This is an optimization exercise on Yosys and OpenROAD, whose aim is a short achievable clock period and few clock cycles, not a production implementation.
Power and IR drop assume default switching activity.

==> flow/design.v <==
module cpu4(input clk,
            input rst,
            output [7:0] imem_addr,
            input [15:0] imem_data,
            output [7:0] dmem_addr,
            output [15:0] dmem_wdata,
            output dmem_we,
            output dmem_re,
            input [15:0] dmem_rdata,
            output rf_we,
            output [3:0] rf_waddr,
            output [15:0] rf_wdata,
            output halted);
    genvar gi;
    reg [7:0]  pc;            
    reg        halted_r;
    reg        e_valid;       
    reg        e_wr;          
    reg        e_ld;          
    reg        e_br;          
    reg        e_pred;        
    reg [5:0]  e_bt;          
    reg [3:0]  e_dst;
    reg [15:0] e_ra;          
    reg [15:0] e_rb;          
    reg [15:0] e_rd;          
    reg [15:0] e_imm;         
    reg        e_fa;          
    reg [5:0]  e_sb;          
    reg        e_cin;         
    reg [7:0]  e_tgt;         
    reg [7:0]  e_fall;        
    reg        e_zok;         
    reg        e_zpre;        
    reg        e_re_r, e_we_r;
    reg [7:0]  e_daddr;       
    reg [15:0] e_wdata;       
    reg        w_we;
    reg [3:0]  w_addr;
    reg [15:0] w_data;
    reg [15:0] w_fwd;         
    wire [255:0] rfv;
    wire [15:0] zf;
    wire [15:0] e_a = e_fa ? w_fwd : e_ra;
    wire [15:0] e_b = ({16{e_sb[0]}} & e_rb) | ({16{e_sb[1]}} & ~e_rb) |
                      ({16{e_sb[2]}} & e_rd) | ({16{e_sb[3]}} & e_imm) |
                      ({16{e_sb[4]}} & w_fwd) | ({16{e_sb[5]}} & ~w_fwd);
    wire [15:0] alu;
    cpu4_add16 add(.a(e_a), .b(e_b), .cin(e_cin), .s(alu));
    wire [15:0] e_res = e_ld ? dmem_rdata : alu;
    wire eq   = (e_a == e_b);
    wire zero = (e_a == 16'd0);
    wire lt   = $signed(e_a) < $signed(e_b);
    wire gt   = $signed(e_a) > $signed(e_b);
    wire taken = (e_bt[0] & zero) | (e_bt[1] & ~zero) | (e_bt[2] & eq) |
                 (e_bt[3] & ~eq) | (e_bt[4] & lt) | (e_bt[5] & gt);
    wire mispredict = e_valid & e_br & (taken ^ e_pred);
    wire e_fwd = e_valid & e_wr;
    wire alu_zero = ((e_a ^ e_b) == {e_a[14:0] | e_b[14:0], e_cin});
    wire e_zero = e_ld ? (dmem_rdata == 16'd0) : alu_zero;
    generate
        for (gi = 0; gi < 16; gi = gi + 1) begin : R
            reg [15:0] q;
            reg z;
            always @(posedge clk)
                if (e_fwd && e_dst == gi) begin
                    q <= e_res;
                    z <= e_zero;
                end
            assign rfv[gi*16 +: 16] = q;
            assign zf[gi] = z;
        end
    endgenerate
    wire [3:0] op = imem_data[15:12];
    wire [3:0] rd = imem_data[11:8];
    wire [3:0] ra = imem_data[7:4];
    wire [3:0] rb = imem_data[3:0];
    wire f_ld   = (op == 4'd0);
    wire f_st   = (op == 4'd1);
    wire f_rr   = (op == 4'd2) | (op == 4'd3);
    wire f_ri   = (op == 4'd4) | (op == 4'd5);
    wire f_sub  = (op == 4'd3) | (op == 4'd5);
    wire f_halt = (op == 4'd7);
    wire f_bz   = (op == 4'd8);
    wire f_bnz  = (op == 4'd9);
    wire f_beq  = (op == 4'd13);
    wire f_bneq = (op == 4'd14);
    wire f_blt  = (op == 4'd6);
    wire f_bgt  = (op == 4'd15);
    wire f_cmp  = f_beq | f_bneq | f_blt | f_bgt;    
    wire f_br   = f_bz | f_bnz | f_cmp;
    wire f_wr   = f_ld | f_rr | f_ri;
    wire fa = e_fwd & (e_dst == ra);
    wire fb = e_fwd & (e_dst == rb);
    wire fd = e_fwd & (e_dst == rd);
    wire same = (ra == rd);
    wire back = rb[3];
    wire z_ok = ~fa | e_zok;
    wire zf_ra;
    cpu4_mux16 #(.W(1)) zf_rd(.d(zf), .s(ra), .y(zf_ra));
    wire st_pred = (f_beq & (same | back)) | (f_bneq & ~same) |
                   ((f_blt | f_bgt) & ~same & back);
    wire p_z  = f_bz | st_pred;
    wire p_nz = f_bnz | st_pred;
    wire f_pred;
    cpu4_zsel zs(.z_ok(z_ok), .fa(fa), .zpre(e_zpre), .zf(zf_ra),
                 .p_z(p_z), .p_nz(p_nz), .pred(f_pred));
    wire [15:0] rf_a, rf_b, rf_d;
    cpu4_mux16 #(.W(16)) rd_a(.d(rfv), .s(ra), .y(rf_a));
    cpu4_mux16 #(.W(16)) rd_b(.d(rfv), .s(rb), .y(rf_b));
    cpu4_mux16 #(.W(16)) rd_d(.d(rfv), .s(rd), .y(rf_d));
    wire [15:0] sx16 = {{12{rb[3]}}, rb};
    wire [15:0] zk = f_sub ? sx16 : (16'd0 - sx16);
    wire f_zpre = (rf_a == zk);
    wire b_imm = f_ri;
    wire b_rd  = f_cmp & ~fd;
    wire b_w   = (f_cmp & fd) | (~f_ri & ~f_cmp & fb & ~f_sub);
    wire b_wn  = ~f_ri & ~f_cmp & fb & f_sub;
    wire b_rb  = ~f_ri & ~f_cmp & ~fb & ~f_sub;
    wire b_rbn = ~f_ri & ~f_cmp & ~fb & f_sub;
    wire [3:0] hi   = pc[7:4];
    wire [3:0] hi_p = hi + 4'd1;
    wire [3:0] hi_m = hi - 4'd1;
    wire [127:0] tgv;
    generate
        for (gi = 0; gi < 16; gi = gi + 1) begin : T
            localparam integer SK = (gi >= 8) ? gi - 16 : gi;
            localparam [4:0] C1 = SK;
            wire [4:0] l1 = {1'b0, pc[3:0]} + C1;
            wire [3:0] h1 = l1[4] ? ((SK < 0) ? hi_m : hi_p) : hi;
            assign tgv[gi*8 +: 8] = {h1, l1[3:0]};    
        end
    endgenerate
    wire [4:0] l3 = {1'b0, pc[3:0]} + 5'd1;
    wire [7:0] pc1 = {l3[4] ? hi_p : hi, l3[3:0]};
    wire [7:0] pc_tgt;
    cpu4_mux16 #(.W(8)) tg(.d(tgv), .s(rb), .y(pc_tgt));
    wire [7:0] e_redir = e_pred ? e_fall : e_tgt;
    wire [7:0] pc_d;
    cpu4_pcmux pm(.rst(rst), .misp(mispredict), .hold(f_halt | halted_r),
                  .sel(f_pred), .redir(e_redir), .pc(pc), .tgt(pc_tgt),
                  .pc1(pc1), .d(pc_d));
    always @(posedge clk)
        pc <= pc_d;
    wire f_go = ~mispredict & ~f_halt & ~halted_r;
    always @(posedge clk) begin
        if (rst) begin
            halted_r <= 1'b0;
            e_valid <= 1'b0;
            e_re_r <= 1'b0;
            e_we_r <= 1'b0;
            w_we <= 1'b0;
        end else begin
            if (f_halt && !mispredict && !e_fwd)
                halted_r <= 1'b1;
            e_valid <= f_go;
            e_re_r <= f_go & f_ld;
            e_we_r <= f_go & f_st;
            w_we <= e_fwd;
        end
        e_wr <= f_wr;
        e_ld <= f_ld;
        e_br <= f_br;
        e_pred <= f_pred;
        e_bt <= {f_bgt, f_blt, f_bneq, f_beq, f_bnz, f_bz};
        e_dst <= rd;
        e_ra <= rf_a;
        e_rb <= rf_b;
        e_rd <= rf_d;
        e_imm <= f_sub ? ~sx16 : sx16;
        e_fa <= fa;
        e_sb <= {b_wn, b_w, b_imm, b_rd, b_rbn, b_rb};
        e_cin <= f_sub;
        e_tgt <= pc_tgt;
        e_fall <= pc1;
        e_zok <= f_ri & ~fa;
        e_zpre <= f_zpre;
        if (f_ld | f_st)
            e_daddr <= fa ? e_res[7:0] : rf_a[7:0];
        if (f_st)
            e_wdata <= fb ? e_res : rf_b;
        w_addr <= e_dst;
        w_data <= e_res;
        if (e_fwd)
            w_fwd <= e_res;
    end
    assign imem_addr = pc;
    assign dmem_addr = e_daddr;
    assign dmem_wdata = e_wdata;
    assign dmem_we = e_we_r;
    assign dmem_re = e_re_r;
    assign rf_we = w_we;
    assign rf_waddr = w_addr;
    assign rf_wdata = w_data;
    assign halted = halted_r;
endmodule
module cpu4_mux16 #(parameter W = 16)
                  (input [16*W-1:0] d,
                   input [3:0] s,
                   output [W-1:0] y);
    assign y = d[s*W +: W];
endmodule
module cpu4_add16(input [15:0] a,
                  input [15:0] b,
                  input cin,
                  output [15:0] s);
    wire [16:0] t = {a, 1'b1} + {b, cin};
    assign s = t[16:1];
endmodule
module cpu4_zsel(input z_ok,
                 input fa,
                 input zpre,
                 input zf,
                 input p_z,
                 input p_nz,
                 output pred);
    wire z = z_ok & (fa ? zpre : zf);
    assign pred = z ? p_z : p_nz;
endmodule
module cpu4_pcmux(input rst,
                  input misp,
                  input hold,
                  input sel,
                  input [7:0] redir,
                  input [7:0] pc,
                  input [7:0] tgt,
                  input [7:0] pc1,
                  output [7:0] d);
    assign d = rst ? 8'd0 : misp ? redir : hold ? pc : sel ? tgt : pc1;
endmodule
Settings: LEC_CHECK=0, CAP_MARGIN=20, CORE_MARGIN=2, CORE_UTILIZATION=40, SETUP_SLACK_MARGIN=5, SLEW_MARGIN=20, SYNTH_HIERARCHICAL=1, SYNTH_MINIMUM_KEEP_SIZE=0; clock period 8.0 ns.
run.sh (not shown) runs the stock make flow with config.mk's settings and CLKGATE_MAP_FILE= SYNTH_SCRIPT=/design/flow/synth_recipe.tcl, a recipe that flattens the netlist after the stock synthesis.
Change:
--- a/flow/design.v
+++ b/flow/design.v
@@ -24,10 +24,11 @@
     reg [15:0] e_ra;          
     reg [15:0] e_rb;          
     reg [15:0] e_rd;          
     reg [15:0] e_imm;         
     reg        e_fa;          
+    reg [3:0]  e_cs;          
     reg [5:0]  e_sb;          
     reg        e_cin;         
     reg [7:0]  e_tgt;         
     reg [7:0]  e_fall;        
     reg        e_zok;         
@@ -46,16 +47,15 @@
                       ({16{e_sb[2]}} & e_rd) | ({16{e_sb[3]}} & e_imm) |
                       ({16{e_sb[4]}} & w_fwd) | ({16{e_sb[5]}} & ~w_fwd);
     wire [15:0] alu;
     cpu4_add16 add(.a(e_a), .b(e_b), .cin(e_cin), .s(alu));
     wire [15:0] e_res = e_ld ? dmem_rdata : alu;
-    wire eq   = (e_a == e_b);
-    wire zero = (e_a == 16'd0);
-    wire lt   = $signed(e_a) < $signed(e_b);
-    wire gt   = $signed(e_a) > $signed(e_b);
-    wire taken = (e_bt[0] & zero) | (e_bt[1] & ~zero) | (e_bt[2] & eq) |
-                 (e_bt[3] & ~eq) | (e_bt[4] & lt) | (e_bt[5] & gt);
+    wire t0, t1, t2;
+    cpu4_brcmp c0(.bt(e_bt), .x(e_ra), .y(e_rd), .taken(t0));
+    cpu4_brcmp c1(.bt(e_bt), .x(w_fwd), .y(e_rd), .taken(t1));
+    cpu4_brcmp c2(.bt(e_bt), .x(e_ra), .y(w_fwd), .taken(t2));
+    wire taken = (e_cs[0] & t0) | (e_cs[1] & t1) | (e_cs[2] & t2) | e_cs[3];
     wire mispredict = e_valid & e_br & (taken ^ e_pred);
     wire e_fwd = e_valid & e_wr;
     wire alu_zero = ((e_a ^ e_b) == {e_a[14:0] | e_b[14:0], e_cin});
     wire e_zero = e_ld ? (dmem_rdata == 16'd0) : alu_zero;
     generate
@@ -167,10 +167,12 @@
         e_ra <= rf_a;
         e_rb <= rf_b;
         e_rd <= rf_d;
         e_imm <= f_sub ? ~sx16 : sx16;
         e_fa <= fa;
+        e_cs <= {f_cmp & fa & fd & f_beq, f_cmp & ~fa & fd,
+                 fa & ~(f_cmp & fd), ~fa & ~(f_cmp & fd)};
         e_sb <= {b_wn, b_w, b_imm, b_rd, b_rbn, b_rb};
         e_cin <= f_sub;
         e_tgt <= pc_tgt;
         e_fall <= pc1;
         e_zok <= f_ri & ~fa;
@@ -226,5 +228,16 @@
                   input [7:0] tgt,
                   input [7:0] pc1,
                   output [7:0] d);
     assign d = rst ? 8'd0 : misp ? redir : hold ? pc : sel ? tgt : pc1;
 endmodule
+module cpu4_brcmp(input [5:0] bt,
+                  input [15:0] x,
+                  input [15:0] y,
+                  output taken);
+    wire eq   = (x == y);
+    wire zero = (x == 16'd0);
+    wire lt   = $signed(x) < $signed(y);
+    wire gt   = $signed(x) > $signed(y);
+    assign taken = (bt[0] & zero) | (bt[1] & ~zero) | (bt[2] & eq) |
+                   (bt[3] & ~eq) | (bt[4] & lt) | (bt[5] & gt);
+endmodule
The changed run went through all stages and came out clean.
Core utilization goes up by 0.65 points.
Via count rose by 9.4%.
Die area came out higher by about 4.4%.
Sequential cell count grows by 4.
Setup slack improved by 200 ps.
Non-clock buffer count came out higher by 28.
Total power climbs by 7.5%.
Combinational power is higher by about 24%.
Synthesized cell count increases by 8.3%.
Clock skew goes down by 12 ps.
Function was not checked in any run of this note: the RTL went through the layout flow alone.

what the ideal ports hide:
Ports are ideal in the flow. The routed layouts listed here were re-timed in OpenROAD.
Step 1, drivers: a clkbuf_16 drives clk and a buf_2 each remaining input, both assumed.
Step 2 also shifts input and output timing later by t, the mid clock arrival at the registers, as if the neighbouring blocks saw the same clock.
a / b / c = no drivers / after step 1 / after step 2; a / b = the first two.
run	shift t [ns]	setup WS [ns]	worst setup path after step 2
the first run	0.651	4.212 / 4.212 / 4.018	input to register
the second run	0.661	4.408 / 4.408 / 3.892	input to register
After both steps every run listed still meets setup and hold. The setup slack of the second run, which loses most, moves by 0.000 ns with the drivers and by -0.516 ns with both steps.
